Source: an optimization exercise on an open RTL-to-GDS flow (aim: small area, a short achievable clock period and few clock cycles). Production flows keep margins and buffers that such runs may drop. In this exercise RTL edits were held to simulation tests only and were not proved equivalent to the original. Power figures rest on the tool's default switching activity, not on a simulated workload.

==> flow/design.v (excerpt) <==
module top(
input clk,
input reset,
input start,
input signed [1:0] wrdata,
input signed [15:0] b12_wrdata,
input signed [15:0] b23_wrdata,
input [4:0] wr_b12addr,
input [8:0] wraddr,
input [3:0] wr_b23addr,
input we_data,
input we_b12,
input b23_we,
output [12:0] w12_rdaddr,
input signed [15:0] w12_rddata,
output [7:0] w23_rdaddr,
input signed [15:0] w23_rddata,
output reg done,
output reg [9:0] onehot_enc
);
For scale: ~1600 flip-flops, roughly 0.061 sq mm of cells after synthesis.
Settings: LEC_CHECK=0, CAP_MARGIN=20, CORE_MARGIN=2, CORE_UTILIZATION=40, PLACE_DENSITY=0.45, SLEW_MARGIN=20; clock period 10.0 ns.
standard.sh (not shown) runs the stock make flow with config.mk's settings and CLKGATE_MAP_FILE= SYNTH_SCRIPT=/design/flow/synth_recipe.tcl, a recipe that flattens the netlist after the stock synthesis.
==> flow/flow/run.sh <==
#!/bin/bash
set -euo pipefail
MARGIN=7.0
sed "s/ CLKGATE_MAP_FILE= / CLKGATE_MAP_FILE= SETUP_SLACK_MARGIN=$MARGIN /" standard.sh > standard_margin.sh
grep -q "SETUP_SLACK_MARGIN=$MARGIN" standard_margin.sh
bash standard_margin.sh > standard_margin.log 2>&1
Testbench counts at the start, summed over its fixed seeds: cycles 98,484.
Edit:
==> flow/flow/run.sh (replaced) <==
#!/bin/bash
set -euo pipefail
MARGIN=6.5
sed "s/ CLKGATE_MAP_FILE= / CLKGATE_MAP_FILE= SETUP_SLACK_MARGIN=$MARGIN /" standard.sh > standard_margin.sh
grep -q "SETUP_SLACK_MARGIN=$MARGIN" standard_margin.sh
bash standard_margin.sh > standard_margin.log 2>&1
- CTS_BUF_LIST: default -> sky130_fd_sc_hd__clkbuf_16
- CTS_CLUSTER_DIAMETER: default -> 90
- CTS_CLUSTER_SIZE: default -> 26
Core utilization fell by 5.0 points.
Clock power fell by about 40%.
Synthesized area does not change.
Hold slack improved by 0.013 ns.
Edit:
- CTS_BUF_LIST: sky130_fd_sc_hd__clkbuf_16 -> default
- CTS_CLUSTER_DIAMETER: 90 -> default
- CTS_CLUSTER_SIZE: 26 -> default
Outcome: Via count rose by 1.5%; combinational power is about the same; area after synthesis stays the same; non-clock buffer count came out lower by 5; fmax is lower by 0.68%; hold slack degrades by 0.010 ns.
Edit:
- CORE_UTILIZATION: 40 -> 65
- CTS_BUF_LIST: default -> sky130_fd_sc_hd__clkbuf_16
- CTS_CLUSTER_DIAMETER: default -> 90
- CTS_CLUSTER_SIZE: default -> 26
- PLACE_DENSITY: 0.45 -> 0.72
What happened: The changed run finished with timing, DRC and antenna clean. Fmax went down by 3.5%. Area after synthesis stays the same. Non-clock buffer count went down by 5. Worst setup slack gets worse by 0.12 ns. Via count stays flat. Utilization went up by 24 points. Count of clock-buffer cells in the layout went down by 173.

---

main:
top again, from the RTL that the note above started with.
Settings: LEC_CHECK=0, CAP_MARGIN=20, CORE_MARGIN=2, CORE_UTILIZATION=55, CTS_BUF_LIST=sky130_fd_sc_hd__clkbuf_16, CTS_CLUSTER_DIAMETER=100, CTS_CLUSTER_SIZE=32, PLACE_DENSITY=0.6, SLEW_MARGIN=20; clock period 10.0 ns.
==> flow/flow/run.sh <==
#!/bin/bash
set -euo pipefail
MARGIN=6.5
sed "s/ CLKGATE_MAP_FILE= / CLKGATE_MAP_FILE= SETUP_SLACK_MARGIN=$MARGIN /" standard.sh > standard_margin.sh
grep -q "SETUP_SLACK_MARGIN=$MARGIN" standard_margin.sh
bash standard_margin.sh > standard_margin.log 2>&1
Testbench counts of main, summed over its fixed seeds: cycles 98,484.
Inputs modified between main and the feature branch:
- CTS_CLUSTER_DIAMETER now 90, was 100
- CTS_CLUSTER_SIZE now 26, was 32
==> comparison <==
Run comparison: main capture point of the critical path w12_rdaddr[9]; the feature branch capture point of the critical path b12r[6][8]. Relative to main, non-clock buffer count has increased by about 0.9% in the feature branch. Of main and the feature branch, main shows the lower clock buffer count, with the feature branch above it. Relative to main, the final cell area reported for the feature branch is higher. Summary of the feature branch over main: area growth from synthesis to final layout increased 0.50 points; minimum setup slack in the final design increased 0.057 ns; power share of the combinational group decreased 0.3 points; clock skew essentially unchanged.

---

Another version of the RTL of top (not shown whole).
Size: ~4500 cells after synthesis, roughly 1600 flip-flops, ~59000 um^2 of cells after synthesis.
// top
module top(
input clk,
input reset,
input start,
input signed [1:0] wrdata,
input signed [15:0] b12_wrdata,
input signed [15:0] b23_wrdata,
input [4:0] wr_b12addr,
input [8:0] wraddr,
input [3:0] wr_b23addr,
input we_data,
input we_b12,
input b23_we,
output [12:0] w12_rdaddr,
input signed [15:0] w12_rddata,
output [7:0] w23_rdaddr,
input signed [15:0] w23_rddata,
output reg done,
output reg [9:0] onehot_enc
);
export LEC_CHECK = 0
export CAP_MARGIN = 20
export CORE_MARGIN = 2
export CORE_UTILIZATION = 55
export CTS_BUF_LIST = sky130_fd_sc_hd__clkbuf_16
export CTS_CLUSTER_DIAMETER = 90
export CTS_CLUSTER_SIZE = 26
export PLACE_DENSITY = 0.6
export SLEW_MARGIN = 20
create_clock -name core_clock -period 10.0 [get_ports {clk}]
==> flow/flow/run.sh <==
#!/bin/bash
set -euo pipefail
MARGIN=6.7
sed "s/ CLKGATE_MAP_FILE= / CLKGATE_MAP_FILE= SETUP_SLACK_MARGIN=$MARGIN /" standard.sh > standard_margin.sh
grep -q "SETUP_SLACK_MARGIN=$MARGIN" standard_margin.sh
bash standard_margin.sh > standard_margin.log 2>&1
The first run passed the timing, DRC and antenna checks.
Testbench counts at the start, summed over its fixed seeds: cycles 98,484.
Edit:
--- a/flow/flow/run.sh
+++ b/flow/flow/run.sh
@@ -2,3 +2,3 @@
 set -euo pipefail
-MARGIN=6.7
+MARGIN=7.0
 sed "s/ CLKGATE_MAP_FILE= / CLKGATE_MAP_FILE= SETUP_SLACK_MARGIN=$MARGIN /" standard.sh > standard_margin.sh
CORE_UTILIZATION = 50   (was 55)
CTS_CLUSTER_SIZE = 28   (was 26)
PLACE_DENSITY = 0.55   (was 0.6)
Outcome: The changed run completed with no timing, DRC or antenna violations. Maximum frequency stays flat. Utilization went down by 4.4 points. Via count barely changes. Total power climbs slightly. Wire length increases by a few percent. Global-route usage is lower by 0.87 points. Worst hold slack gets better by 5.9 ps. Final area is higher by a few percent. Area after synthesis stays the same.
Edit:
--- a/flow/flow/run.sh
+++ b/flow/flow/run.sh
@@ -2,3 +2,3 @@
 set -euo pipefail
-MARGIN=7.0
+MARGIN=6.8
 sed "s/ CLKGATE_MAP_FILE= / CLKGATE_MAP_FILE= SETUP_SLACK_MARGIN=$MARGIN /" standard.sh > standard_margin.sh
Cell area falls by 1.1%.
Setup slack gets better by 19 ps.
Critical path depth is unchanged.
Combinational power falls by about 3%.
Via count rises by 0.42%.
Clock skew rises by 9.9 ps.
Count of clock-buffer cells in the layout falls by 2.
Edit:
--- a/flow/flow/run.sh
+++ b/flow/flow/run.sh
@@ -2,3 +2,3 @@
 set -euo pipefail
-MARGIN=6.8
+MARGIN=6.3
 sed "s/ CLKGATE_MAP_FILE= / CLKGATE_MAP_FILE= SETUP_SLACK_MARGIN=$MARGIN /" standard.sh > standard_margin.sh
CORE_UTILIZATION = 55   (was 50)
CTS_CLUSTER_SIZE = 26   (was 28)
PLACE_DENSITY = 0.6   (was 0.55)
What happened: Area after synthesis stays the same; cell area falls by 2.1%; wire length falls by 4.9%; final cell count falls by about 3.4%; sequential power barely changes; via count falls by about 0.7%; hold slack gets worse by 8.1 ps; maximum frequency falls by about 11%; synthesized cell count stays the same.
Edit:
--- a/flow/flow/run.sh
+++ b/flow/flow/run.sh
@@ -2,3 +2,3 @@
 set -euo pipefail
-MARGIN=6.3
+MARGIN=6.5
 sed "s/ CLKGATE_MAP_FILE= / CLKGATE_MAP_FILE= SETUP_SLACK_MARGIN=$MARGIN /" standard.sh > standard_margin.sh
CORE_UTILIZATION = 50   (was 55)
CTS_CLUSTER_SIZE = 28   (was 26)
PLACE_DENSITY = 0.55   (was 0.6)
Result: The new run passed the timing, DRC and antenna checks; global-route usage shrinks by 1.8 points; die area grows by 9.9%; flip-flop and latch count is unchanged; combinational power barely changes; non-clock buffer count shrinks by 2; clock power shrinks by about 2%; total power shrinks by 0.60%; clock-buffer cell count shrinks by 2; worst setup slack gets better by 270 ps; area after synthesis is unchanged.

[what the ideal ports hide]
How much do the figures lean on ideal ports? The routed layouts below were timed once more, with nothing changed but the port constraints. Step 1 sets driving cells, clkbuf_16 on the clock port and buf_2 on the other inputs (assumed; they add their load-dependent delay and slew). Step 2 moves the port delays by t, midway between the first and last clock arrival at a register: inputs arrive t later, outputs are due t later. That takes back most of the time a late clock gives input paths. a / b / c = ideal / step 1 / step 2; a / b = the first two.
run	t (ns)	setup slack, ns	latest minus earliest clock arrival (ns)	pins driven straight from the clock port
the first run of note 1	0.867	6.706 / 6.623 / 6.391	0.030 / 0.030	1
the second run of note 1	0.772	6.613 / 6.533 / 6.321	0.051 / 0.050	1
the third run of note 1	0.859	6.589 / 6.510 / 6.297	0.030 / 0.030	1
the fourth run of note 1	0.747	6.466 / 6.466 / 6.100	0.042 / 0.042	1
main	0.782	6.574 / 6.498 / 6.397	0.044 / 0.045	1
the feature branch	0.740	6.631 / 6.559 / 6.428	0.044 / 0.045	1
the first run of note 3	0.733	6.751 / 6.677 / 6.116	0.036 / 0.036	1
the second run of note 3	0.753	6.758 / 6.680 / 6.379	0.042 / 0.042	1
the third run of note 3	0.754	6.777 / 6.702 / 6.245	0.041 / 0.042	1
the fourth run of note 3	0.756	6.384 / 6.313 / 5.986	0.031 / 0.031	1
the fifth run of note 3	0.755	6.655 / 6.580 / 6.143	0.038 / 0.038	1
After both steps every run listed still meets setup and hold. For the first run of note 3, which loses most, drivers alone change the setup slack by -0.074 ns; drivers and shift together by -0.635 ns.
